Background: an optimization exercise with open tools, aiming at small area, a short achievable clock period and few clock cycles. Do not read the settings as production practice. Function was checked by simulation only, so behaviour that the tests miss may differ from the original. Power and IR drop assume default switching activity.

[flow/design.v]
`timescale 100 ns / 10 ps
module floatMult16 (floatA, floatB, product);
input  [15:0] floatA, floatB;
output [15:0] product;
wire [9:0]  a = floatA[9:0];
wire [9:0]  b = floatB[9:0];
wire [10:0] A = {1'b1, a};
    wire one0 = b[0] ^ 1'b0;
    wire two0 = (b[1] & ~b[0] & ~1'b0) | (~b[1] & b[0] & 1'b0);
    wire neg0 = b[1] & ~(b[0] & 1'b0);
    wire p0_0 = ((one0 & A[0]) | (two0 & 1'b0)) ^ neg0;
    wire p0_1 = ((one0 & A[1]) | (two0 & A[0])) ^ neg0;
    wire p0_2 = ((one0 & A[2]) | (two0 & A[1])) ^ neg0;
    wire p0_3 = ((one0 & A[3]) | (two0 & A[2])) ^ neg0;
    wire p0_4 = ((one0 & A[4]) | (two0 & A[3])) ^ neg0;
    wire p0_5 = ((one0 & A[5]) | (two0 & A[4])) ^ neg0;
    wire p0_6 = ((one0 & A[6]) | (two0 & A[5])) ^ neg0;
    wire p0_7 = ((one0 & A[7]) | (two0 & A[6])) ^ neg0;
    wire p0_8 = ((one0 & A[8]) | (two0 & A[7])) ^ neg0;
    wire p0_9 = ((one0 & A[9]) | (two0 & A[8])) ^ neg0;
    wire p0_10 = ((one0 & A[10]) | (two0 & A[9])) ^ neg0;
    wire p0_11 = ((one0 & 1'b0) | (two0 & A[10])) ^ neg0;
    wire one1 = b[2] ^ b[1];
    wire two1 = (b[3] & ~b[2] & ~b[1]) | (~b[3] & b[2] & b[1]);
    wire neg1 = b[3] & ~(b[2] & b[1]);
    wire p1_0 = ((one1 & A[0]) | (two1 & 1'b0)) ^ neg1;
    wire p1_1 = ((one1 & A[1]) | (two1 & A[0])) ^ neg1;
    wire p1_2 = ((one1 & A[2]) | (two1 & A[1])) ^ neg1;
    wire p1_3 = ((one1 & A[3]) | (two1 & A[2])) ^ neg1;
    wire p1_4 = ((one1 & A[4]) | (two1 & A[3])) ^ neg1;
    wire p1_5 = ((one1 & A[5]) | (two1 & A[4])) ^ neg1;
    wire p1_6 = ((one1 & A[6]) | (two1 & A[5])) ^ neg1;
    wire p1_7 = ((one1 & A[7]) | (two1 & A[6])) ^ neg1;
    wire p1_8 = ((one1 & A[8]) | (two1 & A[7])) ^ neg1;
    wire p1_9 = ((one1 & A[9]) | (two1 & A[8])) ^ neg1;
    wire p1_10 = ((one1 & A[10]) | (two1 & A[9])) ^ neg1;
    wire p1_11 = ((one1 & 1'b0) | (two1 & A[10])) ^ neg1;
    wire one2 = b[4] ^ b[3];
    wire two2 = (b[5] & ~b[4] & ~b[3]) | (~b[5] & b[4] & b[3]);
    wire neg2 = b[5] & ~(b[4] & b[3]);
    wire p2_0 = ((one2 & A[0]) | (two2 & 1'b0)) ^ neg2;
    wire p2_1 = ((one2 & A[1]) | (two2 & A[0])) ^ neg2;
    wire p2_2 = ((one2 & A[2]) | (two2 & A[1])) ^ neg2;
    wire p2_3 = ((one2 & A[3]) | (two2 & A[2])) ^ neg2;
    wire p2_4 = ((one2 & A[4]) | (two2 & A[3])) ^ neg2;
    wire p2_5 = ((one2 & A[5]) | (two2 & A[4])) ^ neg2;
    wire p2_6 = ((one2 & A[6]) | (two2 & A[5])) ^ neg2;
    wire p2_7 = ((one2 & A[7]) | (two2 & A[6])) ^ neg2;
    wire p2_8 = ((one2 & A[8]) | (two2 & A[7])) ^ neg2;
    wire p2_9 = ((one2 & A[9]) | (two2 & A[8])) ^ neg2;
    wire p2_10 = ((one2 & A[10]) | (two2 & A[9])) ^ neg2;
    wire p2_11 = ((one2 & 1'b0) | (two2 & A[10])) ^ neg2;
    wire one3 = b[6] ^ b[5];
    wire two3 = (b[7] & ~b[6] & ~b[5]) | (~b[7] & b[6] & b[5]);
    wire neg3 = b[7] & ~(b[6] & b[5]);
    wire p3_0 = ((one3 & A[0]) | (two3 & 1'b0)) ^ neg3;
    wire p3_1 = ((one3 & A[1]) | (two3 & A[0])) ^ neg3;
    wire p3_2 = ((one3 & A[2]) | (two3 & A[1])) ^ neg3;
    wire p3_3 = ((one3 & A[3]) | (two3 & A[2])) ^ neg3;
    wire p3_4 = ((one3 & A[4]) | (two3 & A[3])) ^ neg3;
    wire p3_5 = ((one3 & A[5]) | (two3 & A[4])) ^ neg3;
    wire p3_6 = ((one3 & A[6]) | (two3 & A[5])) ^ neg3;
    wire p3_7 = ((one3 & A[7]) | (two3 & A[6])) ^ neg3;
    wire p3_8 = ((one3 & A[8]) | (two3 & A[7])) ^ neg3;
    wire p3_9 = ((one3 & A[9]) | (two3 & A[8])) ^ neg3;
    wire p3_10 = ((one3 & A[10]) | (two3 & A[9])) ^ neg3;
    wire p3_11 = ((one3 & 1'b0) | (two3 & A[10])) ^ neg3;
    wire one4 = b[8] ^ b[7];
    wire two4 = (b[9] & ~b[8] & ~b[7]) | (~b[9] & b[8] & b[7]);
    wire neg4 = b[9] & ~(b[8] & b[7]);
    wire p4_0 = ((one4 & A[0]) | (two4 & 1'b0)) ^ neg4;
    wire p4_1 = ((one4 & A[1]) | (two4 & A[0])) ^ neg4;
    wire p4_2 = ((one4 & A[2]) | (two4 & A[1])) ^ neg4;
    wire p4_3 = ((one4 & A[3]) | (two4 & A[2])) ^ neg4;
    wire p4_4 = ((one4 & A[4]) | (two4 & A[3])) ^ neg4;
    wire p4_5 = ((one4 & A[5]) | (two4 & A[4])) ^ neg4;
    wire p4_6 = ((one4 & A[6]) | (two4 & A[5])) ^ neg4;
    wire p4_7 = ((one4 & A[7]) | (two4 & A[6])) ^ neg4;
    wire p4_8 = ((one4 & A[8]) | (two4 & A[7])) ^ neg4;
    wire p4_9 = ((one4 & A[9]) | (two4 & A[8])) ^ neg4;
    wire p4_10 = ((one4 & A[10]) | (two4 & A[9])) ^ neg4;
    wire p4_11 = ((one4 & 1'b0) | (two4 & A[10])) ^ neg4;
    wire one5 = 1'b1 ^ b[9];
    wire two5 = (1'b0 & ~1'b1 & ~b[9]) | (~1'b0 & 1'b1 & b[9]);
    wire neg5 = 1'b0 & ~(1'b1 & b[9]);
    wire p5_0 = ((one5 & A[0]) | (two5 & 1'b0)) ^ neg5;
    wire p5_1 = ((one5 & A[1]) | (two5 & A[0])) ^ neg5;
    wire p5_2 = ((one5 & A[2]) | (two5 & A[1])) ^ neg5;
    wire p5_3 = ((one5 & A[3]) | (two5 & A[2])) ^ neg5;
    wire p5_4 = ((one5 & A[4]) | (two5 & A[3])) ^ neg5;
    wire p5_5 = ((one5 & A[5]) | (two5 & A[4])) ^ neg5;
    wire p5_6 = ((one5 & A[6]) | (two5 & A[5])) ^ neg5;
    wire p5_7 = ((one5 & A[7]) | (two5 & A[6])) ^ neg5;
    wire p5_8 = ((one5 & A[8]) | (two5 & A[7])) ^ neg5;
    wire p5_9 = ((one5 & A[9]) | (two5 & A[8])) ^ neg5;
    wire p5_10 = ((one5 & A[10]) | (two5 & A[9])) ^ neg5;
    wire p5_11 = ((one5 & 1'b0) | (two5 & A[10])) ^ neg5;
    wire s0 = p0_10 ^ p1_8;
    wire c0 = p0_10 & p1_8;
    wire s1 = p0_11 ^ p1_9;
    wire c1 = p0_11 & p1_9;
    wire s2 = ~neg0 ^ p1_10 ^ p2_8;
    wire c2 = (~neg0 & p1_10) | (p2_8 & (~neg0 ^ p1_10));
    wire s3 = p1_11 ^ p2_9;
    wire c3 = p1_11 & p2_9;
    wire s4 = p0_6 ^ p1_4;
    wire c4 = p0_6 & p1_4;
    wire s5 = p0_7 ^ p1_5;
    wire c5 = p0_7 & p1_5;
    wire s6 = p0_8 ^ p1_6 ^ p2_4;
    wire c6 = (p0_8 & p1_6) | (p2_4 & (p0_8 ^ p1_6));
    wire s7 = p3_2 ^ p4_0;
    wire c7 = p3_2 & p4_0;
    wire s8 = p0_9 ^ p1_7 ^ p2_5;
    wire c8 = (p0_9 & p1_7) | (p2_5 & (p0_9 ^ p1_7));
    wire s9 = p3_3 ^ p4_1;
    wire c9 = p3_3 & p4_1;
    wire s10 = p2_6 ^ p3_4 ^ p4_2;
    wire c10 = (p2_6 & p3_4) | (p4_2 & (p2_6 ^ p3_4));
    wire s11 = p5_0 ^ neg5 ^ s0;
    wire c11 = (p5_0 & neg5) | (s0 & (p5_0 ^ neg5));
    wire s12 = p2_7 ^ p3_5 ^ p4_3;
    wire c12 = (p2_7 & p3_5) | (p4_3 & (p2_7 ^ p3_5));
    wire s13 = p5_1 ^ s1 ^ c0;
    wire c13 = (p5_1 & s1) | (c0 & (p5_1 ^ s1));
    wire s14 = p3_6 ^ p4_4 ^ p5_2;
    wire c14 = (p3_6 & p4_4) | (p5_2 & (p3_6 ^ p4_4));
    wire s15 = 1'b1 ^ s2 ^ c1;
    wire c15 = (1'b1 & s2) | (c1 & (1'b1 ^ s2));
    wire s16 = p3_7 ^ p4_5 ^ p5_3;
    wire c16 = (p3_7 & p4_5) | (p5_3 & (p3_7 ^ p4_5));
    wire s17 = 1'b1 ^ s3 ^ c2;
    wire c17 = (1'b1 & s3) | (c2 & (1'b1 ^ s3));
    wire s18 = ~neg1 ^ p2_10 ^ p3_8;
    wire c18 = (~neg1 & p2_10) | (p3_8 & (~neg1 ^ p2_10));
    wire s19 = p4_6 ^ p5_4 ^ c3;
    wire c19 = (p4_6 & p5_4) | (c3 & (p4_6 ^ p5_4));
    wire s20 = p2_11 ^ p3_9 ^ p4_7;
    wire c20 = (p2_11 & p3_9) | (p4_7 & (p2_11 ^ p3_9));
    wire s21 = p5_5 ^ 1'b1;
    wire c21 = p5_5 & 1'b1;
    wire s22 = ~neg2 ^ p3_10 ^ p4_8;
    wire c22 = (~neg2 & p3_10) | (p4_8 & (~neg2 ^ p3_10));
    wire s23 = p3_11 ^ p4_9;
    wire c23 = p3_11 & p4_9;
    wire s24 = p0_4 ^ p1_2;
    wire c24 = p0_4 & p1_2;
    wire s25 = p0_5 ^ p1_3;
    wire c25 = p0_5 & p1_3;
    wire s26 = p2_2 ^ p3_0 ^ neg3;
    wire c26 = (p2_2 & p3_0) | (neg3 & (p2_2 ^ p3_0));
    wire s27 = p2_3 ^ p3_1 ^ s5;
    wire c27 = (p2_3 & p3_1) | (s5 & (p2_3 ^ p3_1));
    wire s28 = neg4 ^ s6 ^ s7;
    wire c28 = (neg4 & s6) | (s7 & (neg4 ^ s6));
    wire s29 = s8 ^ s9 ^ c6;
    wire c29 = (s8 & s9) | (c6 & (s8 ^ s9));
    wire s30 = s10 ^ s11 ^ c8;
    wire c30 = (s10 & s11) | (c8 & (s10 ^ s11));
    wire s31 = s12 ^ s13 ^ c10;
    wire c31 = (s12 & s13) | (c10 & (s12 ^ s13));
    wire s32 = s14 ^ s15 ^ c12;
    wire c32 = (s14 & s15) | (c12 & (s14 ^ s15));
    wire s33 = s16 ^ s17 ^ c14;
    wire c33 = (s16 & s17) | (c14 & (s16 ^ s17));
    wire s34 = s18 ^ s19 ^ c16;
    wire c34 = (s18 & s19) | (c16 & (s18 ^ s19));
    wire s35 = s20 ^ s21 ^ c18;
    wire c35 = (s20 & s21) | (c18 & (s20 ^ s21));
    wire s36 = p5_6 ^ s22 ^ c20;
    wire c36 = (p5_6 & s22) | (c20 & (p5_6 ^ s22));
    wire s37 = p5_7 ^ 1'b1 ^ s23;
    wire c37 = (p5_7 & 1'b1) | (s23 & (p5_7 ^ 1'b1));
    wire s38 = ~neg3 ^ p4_10 ^ p5_8;
    wire c38 = (~neg3 & p4_10) | (p5_8 & (~neg3 ^ p4_10));
    wire s39 = p4_11 ^ p5_9;
    wire c39 = p4_11 & p5_9;
    wire s40 = p0_2 ^ p1_0;
    wire c40 = p0_2 & p1_0;
    wire s41 = p0_3 ^ p1_1;
    wire c41 = p0_3 & p1_1;
    wire s42 = p2_0 ^ neg2 ^ s24;
    wire c42 = (p2_0 & neg2) | (s24 & (p2_0 ^ neg2));
    wire s43 = p2_1 ^ s25 ^ c24;
    wire c43 = (p2_1 & s25) | (c24 & (p2_1 ^ s25));
    wire s44 = s4 ^ s26 ^ c25;
    wire c44 = (s4 & s26) | (c25 & (s4 ^ s26));
    wire s45 = c4 ^ s27 ^ c26;
    wire c45 = (c4 & s27) | (c26 & (c4 ^ s27));
    wire s46 = c5 ^ s28 ^ c27;
    wire c46 = (c5 & s28) | (c27 & (c5 ^ s28));
    wire s47 = c7 ^ s29 ^ c28;
    wire c47 = (c7 & s29) | (c28 & (c7 ^ s29));
    wire s48 = c9 ^ s30 ^ c29;
    wire c48 = (c9 & s30) | (c29 & (c9 ^ s30));
    wire s49 = c11 ^ s31 ^ c30;
    wire c49 = (c11 & s31) | (c30 & (c11 ^ s31));
    wire s50 = c13 ^ s32 ^ c31;
    wire c50 = (c13 & s32) | (c31 & (c13 ^ s32));
    wire s51 = c15 ^ s33 ^ c32;
    wire c51 = (c15 & s33) | (c32 & (c15 ^ s33));
    wire s52 = c17 ^ s34 ^ c33;
    wire c52 = (c17 & s34) | (c33 & (c17 ^ s34));
    wire s53 = c19 ^ s35 ^ c34;
    wire c53 = (c19 & s35) | (c34 & (c19 ^ s35));
    wire s54 = c21 ^ s36 ^ c35;
    wire c54 = (c21 & s36) | (c35 & (c21 ^ s36));
    wire s55 = c22 ^ s37 ^ c36;
    wire c55 = (c22 & s37) | (c36 & (c22 ^ s37));
    wire s56 = c23 ^ s38 ^ c37;
    wire c56 = (c23 & s38) | (c37 & (c23 ^ s38));
    wire s57 = 1'b1 ^ s39 ^ c38;
    wire c57 = (1'b1 & s39) | (c38 & (1'b1 ^ s39));
    wire s58 = ~neg4 ^ p5_10 ^ c39;
    wire c58 = (~neg4 & p5_10) | (c39 & (~neg4 ^ p5_10));
    wire s59 = p5_11 ^ 1'b1;
    wire c59 = p5_11 & 1'b1;
wire [21:0] r0 = {s59, s58, s57, s56, s55, s54, s53, s52, s51, s50, s49, s48, s47, s46, s45, s44, s43, s42, s41, neg1, p0_1, p0_0};
wire [21:0] r1 = {c58, c57, c56, c55, c54, c53, c52, c51, c50, c49, c48, c47, c46, c45, c44, c43, c42, c41, c40, s40, 1'b0, neg0};
wire [21:0] p = r0 + r1;
wire [5:0] esum = {1'b0, floatA[14:10]} + {1'b0, floatB[14:10]};
wire [6:0] e0 = {1'b0, esum} - 7'd15;
wire [6:0] e1 = {1'b0, esum} - 7'd14;
wire       ok0 = ~e0[6] & ~e0[5];
wire       ok1 = ~e1[6] & ~e1[5];
wire       nz  = (floatA != 16'd0) & (floatB != 16'd0);
wire [15:0] q0 = (nz & ok0) ? {floatA[15] ^ floatB[15], e0[4:0], p[19:10]} : 16'd0;
wire [15:0] q1 = (nz & ok1) ? {floatA[15] ^ floatB[15], e1[4:0], p[20:11]} : 16'd0;
assign product = p[21] ? q1 : q0;
endmodule
`timescale 100 ns / 10 ps
module floatAdd16 (floatA, floatB, sum);
input  [15:0] floatA, floatB;
output [15:0] sum;
wire        sa = floatA[15], sb = floatB[15];
wire [4:0]  ea = floatA[14:10], eb = floatB[14:10];
wire [10:0] fa = {1'b1, floatA[9:0]};
wire [10:0] fb = {1'b1, floatB[9:0]};
wire        sub = sa ^ sb;
wire a_zero = (floatA == 16'd0);
wire b_zero = (floatB == 16'd0);
wire cancel = (floatA[14:0] == floatB[14:0]) & sub;
wire [5:0] dab = {1'b0, ea} - {1'b0, eb};
wire [5:0] dba = {1'b0, eb} - {1'b0, ea};
wire       age = ~dab[5];                  
wire [10:0] sha = (dba[4] | (dba[3:0] > 4'd10)) ? 11'd0 : (fa >> dba[3:0]);
wire [10:0] shb = (dab[4] | (dab[3:0] > 4'd10)) ? 11'd0 : (fb >> dab[3:0]);
wire [4:0]  xe  = age ? ea : eb;
wire        xs  = age ? sa : sb;
wire [10:0] fx  = age ? fa : fb;
wire [10:0] fys = age ? shb : sha;
wire [4:0]  xe_p1 = xe + 5'd1;
wire [4:0]  xe_m1 = xe - 5'd1;
wire        xe_max = (xe == 5'd31);
wire        xe_min = (xe == 5'd0);
wire [11:0] s   = {1'b0, fx} + {1'b0, fys};
wire [10:0] r   = fx - fys;                
wire [14:0] res_add  = s[11] ? {xe_p1, s[10:1]} : {xe, s[9:0]};
wire        v_add    = ~(s[11] & xe_max);
wire [14:0] res_fsub = r[10] ? {xe, r[9:0]} : {xe_m1, r[8:0], 1'b0};
wire        v_fsub   = ~(~r[10] & xe_min);
wire        d0  = (ea == eb);
wire        da1 = (dab == 6'd1);             
wire        db1 = (dba == 6'd1);             
wire [11:0] r0  = {1'b0, fa} - {1'b0, fb};   
wire [10:0] r1  = fb - fa;                   
wire [10:0] r2  = fa - {1'b0, fb[10:1]};     
wire [10:0] r3  = fb - {1'b0, fa[10:1]};     
wire [10:0] rc  = d0 ? (r0[11] ? r1 : r0[10:0]) : (da1 ? r2 : r3);
wire        sc  = d0 ? (r0[11] ? sb : sa) : (da1 ? sa : sb);
wire        close = sub & (d0 | da1 | db1);
reg  [3:0]  lz;
integer k;
always @(*) begin
    lz = 4'd10;
    for (k = 0; k <= 10; k = k + 1)
        if (rc[k]) lz = 4'd10 - k[3:0];
end
wire [10:0] rn = rc << lz;
wire [5:0]  ec = {1'b0, xe} - {2'b0, lz};
wire use_b = a_zero;
wire use_a = ~a_zero & b_zero;
wire use_c = ~a_zero & ~b_zero & ~cancel & close;
wire use_s = ~a_zero & ~b_zero & ~cancel & ~close & sub;
wire use_d = ~a_zero & ~b_zero & ~cancel & ~sub;
assign sum = ({16{use_b}} & floatB)
           | ({16{use_a}} & floatA)
           | ({16{use_c & ~ec[5]}} & {sc, ec[4:0], rn[9:0]})
           | ({16{use_s & v_fsub}} & {xs, res_fsub})
           | ({16{use_d & v_add}}  & {xs, res_add});
endmodule
`timescale 100 ns / 10 ps
module processingElement16(reset, pend, image, filter, opA, opB, nz);
parameter DATA_WIDTH = 16;
parameter N = 25;
input  reset;
input  [N-1:1] pend;
input  [N*DATA_WIDTH-1:0] image, filter;
output [DATA_WIDTH-1:0] opA, opB;
output reg [N-1:1] nz;
wire [N-1:1] sel;
genvar t;
generate
	for (t = 1; t < N; t = t + 1) begin : g_sel
		if (t == 1) begin : g_first
			assign sel[t] = pend[t];
		end else begin : g_rest
			assign sel[t] = pend[t] & ~|pend[t-1:1];
		end
	end
endgenerate
reg [DATA_WIDTH-1:0] muxA, muxB;
integer j;
always @(*) begin
	muxA = 0;
	muxB = 0;
	for (j = 1; j < N; j = j + 1) begin
		muxA = muxA | ({DATA_WIDTH{sel[j]}} & image[DATA_WIDTH*j+:DATA_WIDTH]);
		muxB = muxB | ({DATA_WIDTH{sel[j]}} & filter[DATA_WIDTH*j+:DATA_WIDTH]);
		nz[j] = |image[DATA_WIDTH*j+:DATA_WIDTH];
	end
end
assign opA = reset ? image[DATA_WIDTH-1:0]  : muxA;
assign opB = reset ? filter[DATA_WIDTH-1:0] : muxB;
endmodule
`timescale 100 ns / 10 ps
module convUnit (
    clk,
    reset,
    image,
    filter,
    result,
    done
);
    parameter DATA_WIDTH = 16;
    parameter D = 1;
    parameter F = 5;
    localparam N = D*F*F;
    input clk, reset;
    input [N*DATA_WIDTH-1:0] image, filter;
    output reg [DATA_WIDTH-1:0] result;
    output reg done;   
    reg  [N-1:1] pend;      
    reg          last;      
    reg  [DATA_WIDTH-1:0] opA, opB, product;
    wire [N-1:1] nz;
    wire [DATA_WIDTH-1:0] selA, selB, multResult, addResult;
    wire any = |pend;
    processingElement16 #(.DATA_WIDTH(DATA_WIDTH), .N(N)) SEL (
        .reset (reset),
        .pend  (pend),
        .image (image),
        .filter(filter),
        .opA   (selA),
        .opB   (selB),
        .nz    (nz)
    );
    floatMult16 FM (opA, opB, multResult);
    floatAdd16 FADD (product, result, addResult);
    always @(posedge clk) begin
        pend    <= reset ? nz : (pend & (pend - 1'b1));
        opA     <= selA;
        opB     <= selB;
    end
    always @(posedge clk, posedge reset) begin
        if (reset == 1'b1) begin
            last    <= 1'b0;
            done    <= 1'b0;
            product <= 0;
            result  <= 0;
        end else begin
            last    <= ~any;
            done    <= last;
            product <= multResult;
            result  <= addResult;
        end
    end
endmodule
[flow/flow/run.sh]
#!/bin/bash
set -euo pipefail
export BUFFER_PORTS_ARGS="-buffer_cell sky130_fd_sc_hd__buf_1"
export SETUP_SLACK_MARGIN="${MARGIN:-$(cat flow/margin.txt)}"
bash standard.sh > standard.log 2>&1
[flow/flow/margin.txt]
11.5
[flow/standard.sh]
#!/bin/bash
# synth_recipe.tcl (not shown) runs the flow's synth.tcl, then flattens the netlist and writes it again
# the make line also repeats each setting of config.mk as NAME=value (left out here)
make -C /OpenROAD-flow-scripts/flow DESIGN_CONFIG=/design/flow/config.mk WORK_HOME=/design/flow/orfs CLKGATE_MAP_FILE= SYNTH_SCRIPT=/design/flow/synth_recipe.tcl "${@:-finish}"
[flow/config.mk]
export PLATFORM = sky130hd
export DESIGN_NAME = convUnit
export DESIGN_NICKNAME = convUnit
export VERILOG_FILES = /design/flow/design.v
export SDC_FILE = /design/flow/constraint.sdc
export NUM_CORES = 4
export LEC_CHECK = 0
export ABC_AREA = 1
export CAP_MARGIN = 20
export CORE_AREA = 5 5 245 245
export DIE_AREA = 0 0 250 250
export SLEW_MARGIN = 20
[flow/constraint.sdc]
create_clock -name core_clock -period 16.0 [get_ports {clk}]
set_input_delay 3.2000 -clock core_clock [delete_from_list [all_inputs] [get_ports {clk}]]
set_output_delay 3.2000 -clock core_clock [all_outputs]
set_load 0.01 [all_outputs]
==> results.py, run 1 <==
metrics = {
    "status": {
        "run_status": "no timing/DRC/antenna violations",
    },
    "synthesis": {
        "yosys.area_share.adder_pct": 13.7,
        "synth_edf_count": 0,
        "share_of_async_settable_or_async_resettable_flops_after_synthesis_pct": 37.8,
        "synth_fp_nets": 3868,
        "fraction_of_synthesized_cell_area_in_xor_and_xnor_cells_pct": 5.77,
        "yosys-mux-area-fraction_pct": 0.0618,
        "combinational_family_with_the_most_area_after_synthesis": "simple AND/OR/NAND/NOR gates",
        "netlist_instances": 2895,
        "unique_cell_type_count_in_the_yosys_netlist": 74,
        "post_synth_instance_area_um2": 18200,
        "synthSimpleGateAreaFrac_pct": 33.2,
        "ys_warn_count": 3,
        "synth.area.top_cells": "sky130_fd_sc_hd__nand2_1 14%, sky130_fd_sc_hd__ha_1 8.4%, sky130_fd_sc_hd__inv_1 7.2%",
        "synth.cells.most_frequent": "699 x sky130_fd_sc_hd__nand2_1, 351 x sky130_fd_sc_hd__inv_1, 172 x sky130_fd_sc_hd__nor2_1",
        "compound_gate_fraction_of_synth_area_pct": 25.1,
        "top_ff_cell_synth": "sky130_fd_sc_hd__dfxtp_1",
        "synth.most_common_cell": "sky130_fd_sc_hd__nand2_1",
        "netlist.area_leader.share_pct": 14.4,
        "yosysSeqAreaShare_pct": 10.8,
        "ys_seq_elements": 90,
        "post_synth.cell_area_avg_um2": 6.29,
        "synth.largest_area_cell": "sky130_fd_sc_hd__nand2_1",
    },
    "timing": {
        "timing.final.max_slew_violations": 0,
        "totalNegativeSetupSlack_ns": 0,
        "hold_viol_final": 0,
        "timing.max_slew.rel_slack_pct": 19.0,
        "period_needed_ns": 4.93,
        "timing_worst_slew_pin_value_ns": 1.20,
        "setup_repair_after_global_routing_missed_its_margin": "true",
        "setup_viol": 0,
        "layout_worst_path_cycle_share_pct": 30.8,
        "timing.fmax_mhz": 203,
        "finalClockSkew_ns": 0.0150,
    },
    "drt": {
        "wirelength_um": 140000,
        "drt-vias-per-instance": 5.95,
        "remaining_drcs": 0,
        "post_drt_wl_per_cell_um": 30.6,
        "first_pass_iters": 7,
        "routed-via-count": 27100,
        "drtIter0Drc": 3043,
        "route.antenna.remaining_nets": 0,
    },
    "die": {
        "floorplan.core_area_um2": 57400,
        "i_o_pin_cnt": 819,
        "floorplan.initialDensity_pct": 31.8,
        "die_wd_um": 250,
        "die_area_um2": 62500,
        "die_h_um": 250,
        "placementRows": 88,
    },
    "setup_path": {
        "critPathRequiredTime_ns": 16.31,
        "startpoint": "opB[3]$_DFF_P_",
        "critical_path.reg2reg.endpoint": "product[13]$_DFF_PP0_",
        "worst-r2r-setup-slack_ns": 11.07,
        "crit_path_start_kind": "flip-flop",
        "cp-end-kind": "flip-flop",
        "cp_data_arrival_time_ns": 5.24,
        "timing.reg2reg.worst_path_depth": 26,
        "slowest_delay_ns": 0.51,
        "worst_setup_path_endpoint": "product[13]$_DFF_PP0_",
        "worst-setup-path-type": "flip-flop to flip-flop",
        "reg2reg_from": "opB[3]$_DFF_P_",
        "critical-path-slowest-cell": "sky130_fd_sc_hd__fa_1",
        "worst-path-max-fanout": 8,
    },
    "global_route": {
        "largest_net_degree_at_the_start_of_global_routing": 56,
        "grt-ovfl-total": 0,
        "global_routing_usage_summed_across_all_routing_layers_pct": 41.7,
        "grt_first_pass_wirelength_um": 189000,
        "antenna_found_initial": 35,
        "vias_in_the_first_global_route": 25800,
    },
    "power": {
        "clkPwrFrac_pct": 3.0,
        "p_switching_mw": 4.72,
        "power_leakage_nw": 10.6,
        "pwr_density_cell_nw_per_um2": 320,
        "relative_contribution_of_combinational_cells_to_total_power_pct": 92.2,
        "worst_ir_drop_vdd_mv": 0.292,
        "internal_power_mw": 3.42,
        "seq_power_share_pct": 4.8,
        "swShare_pct": 58.0,
        "post_layout_total_power_mw": 8.15,
    },
    "place": {
        "place.gp.congestion": 1.03,
        "place.detailed.hpwl_um": 116000,
        "port_buffers": 818,
    },
    "worst_hold_path": {
        "hp-class": "flip-flop to flip-flop",
    },
    "run": {
        "count_of_maximum_capacitance_violations": 0,
    },
    "cells_and_area": {
        "area.growth.synth_to_final_pct": 39.6,
        "nFillCells": 6346,
        "multi_input_area_um2": 15800,
        "drive_gt1_share_pct": 16.7,
        "area.sequential_um2": 2010,
        "number_of_nets_in_the_finished_design": 4745,
    },
    "clock_tree": {
        "htree_num_levels": 3,
        "root_buffer": "sky130_fd_sc_hd__clkbuf_16",
        "clock_path_buffers": 2,
        "clk_transition_reported_paths_ns": 0.08,
        "cts_sinks": 90,
        "cts-buffers-inserted": 9,
        "cts_tree": "built",
        "clock_insertion_delay_worst_skew_ns": 0.40,
    },
}
cells in the final DEF, fill, tap and decap left out, types with 25 or more instances in the layout:
master	instances
sky130_fd_sc_hd__nor4_1	92
sky130_fd_sc_hd__nand3_1	129
sky130_fd_sc_hd__nand2_2	45
sky130_fd_sc_hd__nor2_1	139
sky130_fd_sc_hd__o22ai_1	48
sky130_fd_sc_hd__nand2_1	662
sky130_fd_sc_hd__nand4_1	101
sky130_fd_sc_hd__o211ai_1	26
sky130_fd_sc_hd__buf_1	800
sky130_fd_sc_hd__dfxtp_1	47
sky130_fd_sc_hd__a21oi_2	29
sky130_fd_sc_hd__inv_1	311
sky130_fd_sc_hd__o21ai_0	85
sky130_fd_sc_hd__nor2_2	28
sky130_fd_sc_hd__fa_1	44
sky130_fd_sc_hd__o21ai_1	34
sky130_fd_sc_hd__a22o_1	35
sky130_fd_sc_hd__a21oi_1	113
sky130_fd_sc_hd__a221oi_1	45
sky130_fd_sc_hd__ha_1	93
sky130_fd_sc_hd__nand3_2	25
sky130_fd_sc_hd__inv_2	34
sky130_fd_sc_hd__a22oi_1	58
sky130_fd_sc_hd__xor2_1	98
sky130_fd_sc_hd__buf_4	154
critical path: cells and delay by family, from the launching register on:
family	cells	cell delay, ns
adder cells (fa/ha/maj)	6	2.29
AND/OR/NAND/NOR	3	0.27
AO/OA/AOI/OAI	7	1.08
XOR/XNOR	2	0.32
flip-flops	1	0.39
buffers and inverters	8	0.50
sequential cells by signal, indices dropped and copies added (netlist names):
register and flops:
done 1, pend 24, opA 16, result 16, product 16, last 1
opB 16
repair_timing:
item / CTS / global route
hold endpoints to repair: 0 / 0
cloned: 3 / 0
hold buffers: 0 / 0
endpoints found under the setup margin: 89 / 58
buffers inserted: 92 / 48
gates resized for setup: 311 / 173
pin swaps: 89 / 84
worst min-delay path by stage:
stage / from / endpoint / slack, ns / cells after the start
2_1_floorplan: last$_DFF_PP0_ / done$_DFF_PP0_ / 0.33 / 0
3_3_place_gp: last$_DFF_PP0_ / done$_DFF_PP0_ / 0.33 / 0
3_5_place_dp: last$_DFF_PP0_ / done$_DFF_PP0_ / 0.34 / 0
4_1_cts: last$_DFF_PP0_ / done$_DFF_PP0_ / 0.35 / 0
5_1_grt: last$_DFF_PP0_ / done$_DFF_PP0_ / 0.36 / 0
6_report: last$_DFF_PP0_ / done$_DFF_PP0_ / 0.36 / 0
cells by family after synthesis:
family / Yosys count
mux: 1
compound gates: 681
buf+inv: 514
xor+xnor: 120
simple gates: 1318
fa+ha+maj: 171
flops: 90
metal layers:
metal | global-route usage (%) | wire, um | vias up
li1 | - | - | 11900
met1 | 51.7 | 52700 | 12900
met2 | 63.6 | 59600 | 1887
met3 | 11.2 | 15600 | 431
met4 | 27.4 | 11700 | 8
met5 | 0 | 73 | -
power groups by stage:
| stage | sequential [mW] | clock (mW) | combinational [mW] |
|---|---|---|---|
| after detailed placement | 0.403 | 0 | 5.58 |
| final | 0.391 | 0.244 | 7.51 |
| after global routing | 0.391 | 0.255 | 8.08 |
| after global placement | 0.403 | 0 | 5.65 |
| after floorplan | 0.359 | 0 | 4.23 |
| after CTS | 0.387 | 0.247 | 6.74 |
through the flow:
stage	utilization [%]	area (um2)	hold slack (ns)	setup WS, ns	cells
floorplan	-	18400	0.331	11.23	2895
global placement	38.5	22100	0.334	10.16	4383
detailed placement	38.5	22100	0.336	10.14	4383
CTS	42.4	24300	0.353	11.07	4494
global route	44.3	25400	0.362	10.89	4556
finish	44.3	25400	0.357	11.07	4563
area by class of cell:
class / count / area share [%]
Sequential cell: 90 / 7.91
Timing Repair inverter: 1 / 0.0344
Antenna cell: 21 / 0.207
Multi-Input combinational cell: 2292 / 62.3
Tap cell: 765 / 3.76
Inverter: 381 / 6.19
Clock buffer: 12 / 1.10
Timing Repair Buffer: 997 / 18.4
Clock inverter: 4 / 0.123
Testbench counts, summed over its fixed seeds: cycles 10,736.
==> run 2: changes to the inputs <==
==> flow/flow/margin.txt (replaced) <==
11
==> run 2 against run 1 <==
Sequential cell count is the same; critical path depth shrank 19; sequential power is 4% higher; clock skew increased by 0.0063 ns; via count shrank 1.7%; largest power group unchanged; non-clock buffer count down 47; clock power hardly changed; combinational power fell by 12%; still clean; largest cell class unchanged; critical endpoint is now opA[4]$_DFF_P_; total power fell by 11%; register-to-register slack lost 0.02 ns.
==> results.py, run 2 <==
metrics = {
    "drt": {
        "routed-via-count": 26700,
        "route.antenna.remaining_nets": 0,
        "post_drt_wl_per_cell_um": 30.5,
        "wirelength_um": 138000,
        "drt-vias-per-instance": 5.91,
        "first_pass_iters": 7,
        "drtIter0Drc": 3333,
        "remaining_drcs": 0,
    },
    "power": {
        "power_leakage_nw": 9.97,
        "post_layout_total_power_mw": 7.29,
        "pwr_density_cell_nw_per_um2": 305,
        "worst_ir_drop_vdd_mv": 0.276,
    },
    "place": {
        "dp_slack_ns": 9.88,
        "dpl_cell_area_um2": 22000,
        "place.detailed.hpwl_um": 118000,
        "place.gp.congestion": 1.06,
        "port_buffers": 818,
    },
    "synthesis": {
        "post_synth_instance_area_um2": 18200,
        "synth.cells.most_frequent": "699 x sky130_fd_sc_hd__nand2_1, 351 x sky130_fd_sc_hd__inv_1, 172 x sky130_fd_sc_hd__nor2_1",
        "ys_warn_count": 3,
        "unique_cell_type_count_in_the_yosys_netlist": 74,
        "synth.area.top_cells": "sky130_fd_sc_hd__nand2_1 14%, sky130_fd_sc_hd__ha_1 8.4%, sky130_fd_sc_hd__inv_1 7.2%",
        "synth_edf_count": 0,
        "netlist_instances": 2895,
        "netlist.area_leader.share_pct": 14.4,
        "ys_seq_elements": 90,
        "yosysSeqAreaShare_pct": 10.8,
        "synth_fp_nets": 3868,
        "post_synth.cell_area_avg_um2": 6.29,
        "synth.most_common_cell": "sky130_fd_sc_hd__nand2_1",
        "top_ff_cell_synth": "sky130_fd_sc_hd__dfxtp_1",
        "share_of_async_settable_or_async_resettable_flops_after_synthesis_pct": 37.8,
        "synth.largest_area_cell": "sky130_fd_sc_hd__nand2_1",
    },
    "timing": {
        "final_critical_path_setup_slack_ns": 10.98,
        "period_needed_ns": 5.02,
        "totalNegativeSetupSlack_ns": 0,
        "setup_repair_after_global_routing_missed_its_margin": "true",
        "timing.fmax_mhz": 199,
        "finalClockSkew_ns": 0.0213,
        "setup_viol": 0,
        "timing.max_slew.rel_slack_pct": 18.4,
        "finalHoldWorstSlack_ns": 0.369,
        "layout_worst_path_cycle_share_pct": 31.4,
        "timing_worst_slew_pin_value_ns": 1.22,
        "hold_viol_final": 0,
        "timing.final.max_slew_violations": 0,
    },
    "cells_and_area": {
        "drive_gt1_share_pct": 11.4,
        "number_of_nets_in_the_finished_design": 4698,
        "largest_register_ff_count": 24,
        "area.growth.synth_to_final_pct": 31.2,
        "post-route-cell-area_um2": 23900,
        "most_frequent_standard_cell_in_the_layout_excluding_fill_and_tap_cells": "sky130_fd_sc_hd__buf_1",
        "regMostFlops": "pend",
        "nFillCells": 6528,
        "final_cell_mix": "817 x sky130_fd_sc_hd__buf_1, 685 x sky130_fd_sc_hd__nand2_1, 325 x sky130_fd_sc_hd__inv_1",
    },
    "worst_hold_path": {
        "hp-class": "flip-flop to flip-flop",
        "whs_endpoint": "done$_DFF_PP0_",
        "min_delay_path_depth": 0,
        "hold_path_startpoint": "last$_DFF_PP0_",
    },
    "clock_tree": {
        "clock_path_buffers": 2,
        "clk_transition_reported_paths_ns": 0.09,
        "cts_sinks": 90,
        "clock_insertion_delay_worst_skew_ns": 0.41,
        "cts_tree": "built",
        "root_buffer": "sky130_fd_sc_hd__clkbuf_16",
        "cts-buffers-inserted": 9,
        "holdBufCountCts": 0,
        "htree_num_levels": 3,
    },
    "die": {
        "floorplan.initialDensity_pct": 31.8,
        "die_area_um2": 62500,
        "die_wd_um": 250,
        "floorplan.core_area_um2": 57400,
        "die_h_um": 250,
        "placementRows": 88,
        "i_o_pin_cnt": 819,
    },
    "setup_path": {
        "critical_path.reg2reg.endpoint": "product[15]$_DFF_PP0_",
        "worst-path-max-fanout": 2,
        "slowest_delay_ns": 0.83,
        "critPathRequiredTime_ns": 16.30,
        "reg2reg_from": "opB[1]$_DFF_P_",
        "worst-r2r-setup-slack_ns": 11.05,
        "timing.critical_path.cells": "buf_1, a22o_1, a21oi_1, o2111ai_1, a211oi_1, nand3_1, o22a_1",
        "cp_data_arrival_time_ns": 5.32,
        "critical-path-slowest-cell": "sky130_fd_sc_hd__a211oi_1",
        "cp-end-kind": "flip-flop",
        "timing.reg2reg.worst_path_depth": 25,
        "worst-setup-path-type": "primary input to flip-flop",
        "crit_path_start_kind": "primary input",
    },
    "global_route": {
        "grt-ovfl-total": 0,
        "vias_in_the_first_global_route": 25200,
        "global_routing_usage_summed_across_all_routing_layers_pct": 41.3,
        "antenna_found_initial": 29,
        "largest_net_degree_at_the_start_of_global_routing": 57,
        "grt_first_pass_wirelength_um": 188000,
    },
    "status": {
        "run_status": "no timing/DRC/antenna violations",
    },
    "run": {
        "count_of_maximum_capacitance_violations": 0,
    },
}
[run 2: cell counts after synthesis]
Identical to the previous run, type by type.
[run 2: worst max-delay path by stage]
stage                    from                     to  slack (ns)  cells past startpoint
2_1_floorplan  opB[1]$_DFF_P_  product[13]$_DFF_PP0_       11.00                     24
3_3_place_gp   opB[1]$_DFF_P_  product[10]$_DFF_PP0_        9.93                     25
3_5_place_dp   opB[1]$_DFF_P_  product[10]$_DFF_PP0_        9.88                     25
4_1_cts        opB[3]$_DFF_P_   product[9]$_DFF_PP0_       11.01                     25
5_1_grt        opB[3]$_DFF_P_   product[1]$_DFF_PP0_       10.84                     26
6_report           image[116]         opA[4]$_DFF_P_       10.98                      7
[run 2: logic make-up after synthesis]
logic type | share of synthesized area (%)
flip-flops | 10.8
XOR/XNOR | 5.77
AO/OA/AOI/OAI | 25.1
AND/OR/NAND/NOR | 33.2
multiplexers | 0.0618
adder cells (fa/ha/maj) | 13.7
buffers and inverters | 11.3
[run 2: power breakdown]
group | switching (mW) | internal [mW] | leakage [nW]
sequential | 0.101 | 0.305 | 0.886
combinational | 4.15 | 2.49 | 8.94
clock | 0.123 | 0.118 | 0.148
total | 4.37 | 2.92 | 9.97
[run 2: timing repair]
action                                  4_1_cts  5_1_grt
pin swaps                                    19       46
setup buffers                                42       56
gates resized for setup                     109      131
endpoints found under the setup margin       40       39
gates cloned                                  1        1
[run 2: metrics by stage]
stage	std cells	utilization, %
global placement	4379	38.3
detailed placement	4379	38.3
global route	4510	41.6
CTS	4438	40.0
floorplan	2895	-
finish	4514	41.7
[run 2: layout make-up]
class | instances | area, um2 | share of cell area, %
Antenna cell | 19 | 47.5 | 0.199
Sequential cell | 90 | 2030 | 8.50
Tap cell | 765 | 957 | 4.01
Clock buffer | 10 | 250 | 1.05
Inverter | 381 | 1530 | 6.40
Multi-Input combinational cell | 2293 | 14900 | 62.5
Clock inverter | 6 | 51.3 | 0.215
Timing Repair Buffer | 950 | 4110 | 17.2
[run 2: critical path: cells and delay by family]
| family | cells | cell delay (ns) |
|---|---|---|
| AND/OR/NAND/NOR | 1 | 0.16 |
| AO/OA/AOI/OAI | 5 | 1.85 |
| buffers and inverters | 1 | 0.09 |
[run 2: per-layer routing]
layer  up-vias  global-route usage [%]  wire length, um
met4         8                    22.7             9650
met2      1831                    63.5            59400
li1      11800                       -                -
met3       346                    11.0            15000
met1     12700                    52.5            53700
met5         -                       0               58

what the ideal ports hide:
The flow's constraints put no driver on any port. The routed layouts listed below were extracted and timed again, unchanged, in two steps.
Step 1 sets driving cells, clkbuf_16 on the clock port and buf_2 on the other inputs (assumed; they add their load-dependent delay and slew).
Step 2, shift: input delay + t, output delay - t, t = (earliest + latest rising clock arrival at the registers) / 2. This alone moves slack from input paths to output paths.
Slacks: no drivers / after step 1 / after step 2; pairs: no drivers / after step 1.
run	t (ns)	setup slack, ns	latest minus earliest clock arrival (ns)
run 1	0.462	11.075 / 11.075 / 10.615	0.015 / 0.015
run 2	0.458	10.980 / 11.002 / 10.544	0.022 / 0.022
After both steps every run listed still meets setup and hold. The setup slack of run 1, which loses most, moves by 0.000 ns with the drivers and by -0.460 ns with both steps.
